What follows belongs to an exercise in optimizing a design on an open flow for small area and a short achievable clock period; a production flow would make more cautious choices. RTL that was checked went through simulation tests only; none was proved equivalent to the original. Power is estimated from default activity; no workload was simulated.

Design ALU_TOP, start of the top module:
module ALU_TOP(
input    wire     [15:0]     A,B,
input    wire     [3:0]      ALU_FUN,
input    wire                clk,
input    wire                RST,
output   wire      [15:0]    Arith_OUT,Logic_OUT,CMP_OUT,Shift_OUT,
output   wire                Carry_OUT,
output   wire                Arith_Flag,Logic_Flag,CMP_Flag,Shift_Flag
);
Size: ~2100 cells after synthesis, roughly 110 I/O pins.
Settings: LEC_CHECK=0, ABC_AREA=1, CAP_MARGIN=20, CORE_MARGIN=2, CORE_UTILIZATION=60, SLEW_MARGIN=20; clock period 32.0 ns.
standard.sh (not shown) runs the stock make flow with config.mk's settings and CLKGATE_MAP_FILE= SYNTH_SCRIPT=/design/flow/synth_recipe.tcl, a recipe that flattens the netlist after the stock synthesis.
==> flow/flow/run.sh <==
#!/bin/bash
# The standard layout (standard.sh), with these settings changed:
#   ADDER_MAP_FILE empty: synthesis does not extract full/half adder cells
#   SETUP_SLACK_MARGIN: timing repair aims for this much setup slack
#   BUFFER_PORTS_ARGS: the port buffers are the smallest buffer cell
set -euo pipefail
bash standard.sh ADDER_MAP_FILE= SETUP_SLACK_MARGIN=13 "BUFFER_PORTS_ARGS=-buffer_cell sky130_fd_sc_hd__buf_1" finish > flow.log 2>&1
The baseline finished with timing, DRC and antenna clean.
==> next run, changes <==
--- a/flow/flow/run.sh
+++ b/flow/flow/run.sh
@@ -4,0 +5 @@
+#   ABC_LOAD_IN_FF: load synthesis assumes on each gate output (fF)
@@ -7 +8 @@
-bash standard.sh ADDER_MAP_FILE= SETUP_SLACK_MARGIN=13 "BUFFER_PORTS_ARGS=-buffer_cell sky130_fd_sc_hd__buf_1" finish > flow.log 2>&1
+bash standard.sh ADDER_MAP_FILE= ABC_LOAD_IN_FF=1 SETUP_SLACK_MARGIN=13 "BUFFER_PORTS_ARGS=-buffer_cell sky130_fd_sc_hd__buf_1" finish > flow.log 2>&1
Effect: The new run produced a clean layout. Sequential share of layout area is about the same. Wire length came out lower by 0.98%. Die area came out higher by 3.2%. Global-route usage came out lower by 0.87 points. Cell count barely changes.
Function was not checked in any run of this note: the RTL went through the layout flow alone.


The RTL this note starts from:
==> flow/design.v <==
module Decoder(
input       wire    [3:0]     ALU_FUN,
input       wire              VLD,
output      wire              Arith_EN,Logic_EN,CMP_EN,Shift_EN
);
assign Arith_EN = VLD & (ALU_FUN[3:2] == 2'b00);
assign Logic_EN = VLD & (ALU_FUN[3:2] == 2'b01);
assign CMP_EN   = VLD & (ALU_FUN[3:2] == 2'b10);
assign Shift_EN = VLD & (ALU_FUN[3:2] == 2'b11);
endmodule
module Arithmetic_Unit #(parameter W = 16, parameter TOPO = 0) (
input    wire     [W-1:0]   X,Y,
input    wire               CI,
output   wire     [W-1:0]   S,
output   wire               CO,
output   wire               PP
);
localparam L = (W <= 2) ? 1 : (W <= 4) ? 2 : (W <= 8) ? 3 : 4;
wire [W-1:0] p0 = X ^ Y;
wire [W:0]   c;
genvar l, j;
generate
if (TOPO == 3) begin : g_plain
  assign {c[W], S} = {1'b0, X} + {1'b0, Y} + {{W{1'b0}}, CI};
end else if (TOPO == 2) begin : g_bk
  wire [W-1:0] g [0:2*L];
  wire [W-1:0] p [0:2*L];
  assign g[0] = (X & Y) | {{(W-1){1'b0}}, p0[0] & CI};
  assign p[0] = p0;
  for (l = 0; l < L; l = l + 1) begin : g_up
    for (j = 0; j < W; j = j + 1) begin : g_bit
      if (((j + 1) % (1 << (l + 1))) == 0) begin : g_op
        assign g[l+1][j] = g[l][j] | (p[l][j] & g[l][j - (1 << l)]);
        assign p[l+1][j] = p[l][j] & p[l][j - (1 << l)];
      end else begin : g_cp
        assign g[l+1][j] = g[l][j];
        assign p[l+1][j] = p[l][j];
      end
    end
  end
  for (l = L - 1; l >= 0; l = l - 1) begin : g_dn
    for (j = 0; j < W; j = j + 1) begin : g_bit
      if ((((j + 1) % (1 << (l + 1))) == (1 << l)) && (j >= (1 << (l + 1)))) begin : g_op
        assign g[2*L-l][j] = g[2*L-l-1][j] | (p[2*L-l-1][j] & g[2*L-l-1][j - (1 << l)]);
        assign p[2*L-l][j] = p[2*L-l-1][j] & p[2*L-l-1][j - (1 << l)];
      end else begin : g_cp
        assign g[2*L-l][j] = g[2*L-l-1][j];
        assign p[2*L-l][j] = p[2*L-l-1][j];
      end
    end
  end
  assign c = {g[2*L], CI};
end else begin : g_pp
  wire [W-1:0] g [0:L];
  wire [W-1:0] p [0:L];
  assign g[0] = (X & Y) | {{(W-1){1'b0}}, p0[0] & CI};
  assign p[0] = p0;
  for (l = 0; l < L; l = l + 1) begin : g_lvl
    for (j = 0; j < W; j = j + 1) begin : g_bit
      if (TOPO == 1) begin : g_ks
        if (j >= (1 << l)) begin : g_op
          assign g[l+1][j] = g[l][j] | (p[l][j] & g[l][j - (1 << l)]);
          assign p[l+1][j] = p[l][j] & p[l][j - (1 << l)];
        end else begin : g_cp
          assign g[l+1][j] = g[l][j];
          assign p[l+1][j] = p[l][j];
        end
      end else begin : g_sk
        if ((j >> l) & 1) begin : g_op
          assign g[l+1][j] = g[l][j] | (p[l][j] & g[l][((j >> l) << l) - 1]);
          assign p[l+1][j] = p[l][j] & p[l][((j >> l) << l) - 1];
        end else begin : g_cp
          assign g[l+1][j] = g[l][j];
          assign p[l+1][j] = p[l][j];
        end
      end
    end
  end
  assign c = {g[L], CI};
end
endgenerate
generate
if (TOPO != 3) begin : g_sum
  assign S = p0 ^ c[W-1:0];
end
endgenerate
assign CO = c[W];
assign PP = &p0;
endmodule
module Logic_Unit(
input    wire     [15:0]    A,NB,
input    wire     [1:0]     FUN,
input    wire               Logic_EN,
output   wire     [15:0]    Logic_OUT,
output   wire               Logic_Flag
);
wire [15:0] B = ~NB;
wire [15:0] r = FUN[0] ? (A | B) : (A & B);
assign Logic_OUT  = {16{Logic_EN}} & (r ^ {16{FUN[1]}});
assign Logic_Flag = Logic_EN;
endmodule
module CMP_Unit(
input    wire                GE,
input    wire                EQ,
input    wire     [1:0]      FUN,
input    wire                CMP_EN,
output   wire     [15:0]     CMP_OUT,
output   wire                CMP_Flag
);
wire eq = EQ;
reg  r;
always @(*)
begin
  case (FUN)
    2'b00: r = 1'b0;
    2'b01: r = eq;
    2'b10: r = GE & ~eq;
    2'b11: r = ~GE;
  endcase
end
assign CMP_OUT  = {15'b0, CMP_EN & r};
assign CMP_Flag = CMP_EN;
endmodule
module Shift_Unit(
input    wire     [15:0]     A,NB,
input    wire     [1:0]      FUN,
input    wire                Shift_EN,
output   wire     [15:0]     Shift_OUT,
output   wire                Shift_Flag
);
wire [15:0] v = FUN[1] ? ~NB : A;
assign Shift_OUT  = {16{Shift_EN}} & (FUN[0] ? {v[14:0], 1'b0} : {1'b0, v[15:1]});
assign Shift_Flag = Shift_EN;
endmodule
module ALU_TOP(
input    wire     [15:0]     A,B,
input    wire     [3:0]      ALU_FUN,
input    wire                clk,
input    wire                RST,
output   wire      [15:0]    Arith_OUT,Logic_OUT,CMP_OUT,Shift_OUT,
output   wire                Carry_OUT,
output   wire                Arith_Flag,Logic_Flag,CMP_Flag,Shift_Flag
);
localparam M = 7;       
localparam TOPO = 0;    
wire is_mul = (ALU_FUN == 4'b0010);
wire is_div = (ALU_FUN == 4'b0011);
wire is_add = (ALU_FUN == 4'b0000);
wire is_sub = (ALU_FUN == 4'b0001);
wire [15:0] x_in [16:M];
assign x_in[16] = is_mul ? 16'b0 : A;
wire [15:M] q_hi;
genvar i;
generate
for (i = 15; i >= M; i = i - 1) begin : g_row_in
  wire [15-i:0] y = is_mul ? (A[15-i:0] & {(16-i){B[i]}}) : ~B[15-i:0];
  wire          bz = ~|B[15:16-i];
  wire          cout;
  wire [15-i:0] s;
  Arithmetic_Unit #(.W(16-i), .TOPO(TOPO)) U_row (.X(x_in[i+1][15:i]), .Y(y), .CI(~is_mul), .S(s), .CO(cout), .PP());
  assign q_hi[i] = cout & bz;
  wire take = is_mul | (is_div & q_hi[i]);
  assign x_in[i] = {take ? s : x_in[i+1][15:i], x_in[i+1][i-1:0]};
end
endgenerate
reg [15:0]   X_r, Y_r;
reg [15:M]   Q_r;
reg [M-1:0]  G_r;
reg [3:0]    fun_r;
reg          mul_r, div_r, add_r, as_r, ci_r;
reg          vld_r;
always @(posedge clk or negedge RST)
begin
  if (!RST)
    vld_r <= 1'b0;
  else
    vld_r <= 1'b1;
end
always @(posedge clk)
begin
  X_r   <= x_in[M];
  Y_r   <= is_mul ? A : is_add ? B : ~B;
  Q_r   <= q_hi;
  G_r   <= is_mul ? B[M-1:0] : {M{1'b1}};
  fun_r <= ALU_FUN;
  mul_r <= is_mul;
  div_r <= is_div;
  add_r <= is_add;
  as_r  <= is_add | is_sub;
  ci_r  <= ~is_mul & ~is_add;
end
wire arith_en, logic_en, cmp_en, shift_en;
Decoder U_Decoder (.ALU_FUN(fun_r), .VLD(vld_r),
  .Arith_EN(arith_en), .Logic_EN(logic_en), .CMP_EN(cmp_en), .Shift_EN(shift_en));
wire [15:0] x_out [M:0];
assign x_out[M] = X_r;
wire [M-1:0] q_lo;
wire         co0;
wire         eq0;
generate
for (i = M-1; i >= 0; i = i - 1) begin : g_row_out
  wire [15-i:0] y = Y_r[15-i:0] & {(16-i){G_r[i]}};
  wire          bz;
  if (i == 0) begin : g_bz0
    assign bz = 1'b1;
  end else begin : g_bz
    assign bz = ~|(~Y_r[15:16-i]);
  end
  wire          cout, pp;
  wire [15-i:0] s;
  Arithmetic_Unit #(.W(16-i), .TOPO(TOPO)) U_row (.X(x_out[i+1][15:i]), .Y(y), .CI(ci_r), .S(s), .CO(cout), .PP(pp));
  assign q_lo[i] = cout & bz;
  if (i == 0) begin : g_x0
    wire take = mul_r | as_r;
    assign x_out[i] = take ? s : x_out[i+1];
    assign eq0 = pp;
    assign co0 = cout;
  end else begin : g_x
    wire take = mul_r | (div_r & q_lo[i]);
    assign x_out[i] = {take ? s : x_out[i+1][15:i], x_out[i+1][i-1:0]};
  end
end
endgenerate
wire [15:0] quot = {Q_r, q_lo};
assign Arith_OUT  = {16{arith_en}} & (div_r ? quot : x_out[0]);
assign Carry_OUT  = arith_en & add_r & co0;
assign Arith_Flag = arith_en;
CMP_Unit U_CMP (.GE(co0), .EQ(eq0), .FUN(fun_r[1:0]), .CMP_EN(cmp_en),
  .CMP_OUT(CMP_OUT), .CMP_Flag(CMP_Flag));
Logic_Unit U_logic (.A(X_r), .NB(Y_r), .FUN(fun_r[1:0]), .Logic_EN(logic_en),
  .Logic_OUT(Logic_OUT), .Logic_Flag(Logic_Flag));
Shift_Unit U_Shift (.A(X_r), .NB(Y_r), .FUN(fun_r[1:0]), .Shift_EN(shift_en),
  .Shift_OUT(Shift_OUT), .Shift_Flag(Shift_Flag));
endmodule
==> flow/config.mk <==
export PLATFORM = sky130hd
export DESIGN_NAME = ALU_TOP
export DESIGN_NICKNAME = ALU_TOP
export VERILOG_FILES = /design/flow/design.v
export SDC_FILE = /design/flow/constraint.sdc
export NUM_CORES = 4
export LEC_CHECK = 0
export ABC_AREA = 1
export CAP_MARGIN = 20
export CORE_MARGIN = 2
export CORE_UTILIZATION = 60
export SLEW_MARGIN = 20
==> flow/constraint.sdc <==
create_clock -name core_clock -period 32.0 [get_ports {clk}]
set_input_delay 6.4000 -clock core_clock [delete_from_list [all_inputs] [get_ports {clk}]]
set_output_delay 6.4000 -clock core_clock [all_outputs]
set_load 0.01 [all_outputs]
==> flow/flow/run.sh <==
#!/bin/bash
# The standard layout (standard.sh), with these settings changed:
#   ADDER_MAP_FILE empty: synthesis does not extract full/half adder cells
#   SETUP_SLACK_MARGIN: timing repair aims for this much setup slack
#   BUFFER_PORTS_ARGS: the port buffers are the smallest buffer cell
set -euo pipefail
bash standard.sh ADDER_MAP_FILE= SETUP_SLACK_MARGIN=16 "BUFFER_PORTS_ARGS=-buffer_cell sky130_fd_sc_hd__buf_1" finish > flow.log 2>&1
The baseline ran to the end with no violations.
Change:
==> flow/flow/run.sh (replaced) <==
#!/bin/bash
# Standard layout, with timing repair aiming for a larger setup margin.
set -euo pipefail
bash standard.sh SETUP_SLACK_MARGIN=15 finish > flow.log 2>&1
- CORE_UTILIZATION: 60 -> 40
=>
- The new run passed the timing, design-rule and antenna checks
- setup slack degrades by 3.3 ns
- total power rises by 9.8%
- count of clock-buffer cells in the layout rises by 2
- worst hold slack improves by 0.35 ns
Change:
==> flow/run.sh (new file) <==
#!/bin/bash
# synth_recipe.tcl (not shown) runs the flow's synth.tcl, then flattens the netlist and writes it again
# the make line also repeats each setting of config.mk as NAME=value (left out here)
make -C /OpenROAD-flow-scripts/flow DESIGN_CONFIG=/design/flow/config.mk WORK_HOME=/design/flow/orfs CLKGATE_MAP_FILE= SYNTH_SCRIPT=/design/flow/synth_recipe.tcl finish
- ABC_AREA: 1 -> default
- SETUP_SLACK_MARGIN: default -> 5
removed: flow/flow/run.sh
removed: flow/standard.sh
Result: First-iteration DRC count drops by a quarter to a third. Total power is lower by a quarter to a third. Global-route usage goes down by 4.6 points. Final cell count went down by a quarter to a third. Sequential share of layout area is higher by 2.5 points. Sequential power increases by a few percent. Setup slack gets worse by 5.4 ns. Routed wire length decreases by a quarter to a third. Utilization drops by 20 points.
Change:
==> flow/flow/run.sh (new file) <==
#!/bin/bash
# The standard layout (standard.sh), with these settings changed:
#   SETUP_SLACK_MARGIN: timing repair aims for this much setup slack
#   BUFFER_PORTS_ARGS: the port buffers are the smallest buffer cell
set -euo pipefail
bash standard.sh SETUP_SLACK_MARGIN=12 "BUFFER_PORTS_ARGS=-buffer_cell sky130_fd_sc_hd__buf_1" finish > flow.log 2>&1
==> flow/standard.sh (new file) <==
#!/bin/bash
# synth_recipe.tcl (not shown) runs the flow's synth.tcl, then flattens the netlist and writes it again
# the make line also repeats each setting of config.mk as NAME=value (left out here)
make -C /OpenROAD-flow-scripts/flow DESIGN_CONFIG=/design/flow/config.mk WORK_HOME=/design/flow/orfs CLKGATE_MAP_FILE= SYNTH_SCRIPT=/design/flow/synth_recipe.tcl "${@:-finish}"
- ABC_AREA: default -> 1
- CORE_UTILIZATION: 40 -> 60
- SETUP_SLACK_MARGIN: 5 -> default
removed: flow/run.sh
=> The new run passed the timing, design-rule and antenna checks; worst hold slack gets worse by 0.40 ns; design area increases by a few percent; routed wire length increases by a few percent; non-clock buffer count increases by 91; cell count increases by about a fifth; total power is about the same; first-iteration DRC count increases by roughly a tenth; die area decreases by a quarter to a third.

separate check: timing with driven ports:
The flow's constraints put no driver on any port. The routed layouts listed below were extracted and timed again, unchanged, in two steps.
Step 1 assumes that a clkbuf_16 drives the clock port and a buf_2 every other input.
Step 2 also shifts input and output timing later by t, the mid clock arrival at the registers, as if the neighbouring blocks saw the same clock.
Slacks: ideal ports / drivers / drivers and shift; pairs: ideal ports / drivers.
run | shift t [ns] | slack for setup (ns) | latest minus earliest clock arrival (ns) | slew at the worst register clock pin (ns) | worst slew at a driven data input, ns
the first run of note 1 | 0.368 | 14.048 / 14.023 / 13.696 | 0.005 / 0.006 | 0.05 / 0.05 | 0.06
the second run of note 1 | 0.354 | 13.966 / 13.931 / 13.917 | 0.008 / 0.008 | 0.05 / 0.05 | 0.06
the first run of note 2 | 0.374 | 15.731 / 15.686 / 16.060 | 0.013 / 0.014 | 0.06 / 0.06 | 0.06
the second run of note 2 | 0.378 | 12.478 / 12.485 / 12.107 | 0.009 / 0.010 | 0.06 / 0.06 | 0.05
the third run of note 2 | 0.361 | 7.094 / 7.054 / 6.941 | 0.006 / 0.007 | 0.05 / 0.05 | 0.03
the fourth run of note 2 | 0.366 | 12.311 / 12.327 / 11.961 | 0.008 / 0.009 | 0.06 / 0.06 | 0.04
After both steps every run listed still meets setup and hold. The setup slack of the second run of note 2, which loses most, moves by +0.007 ns with the drivers and by -0.371 ns with both steps.
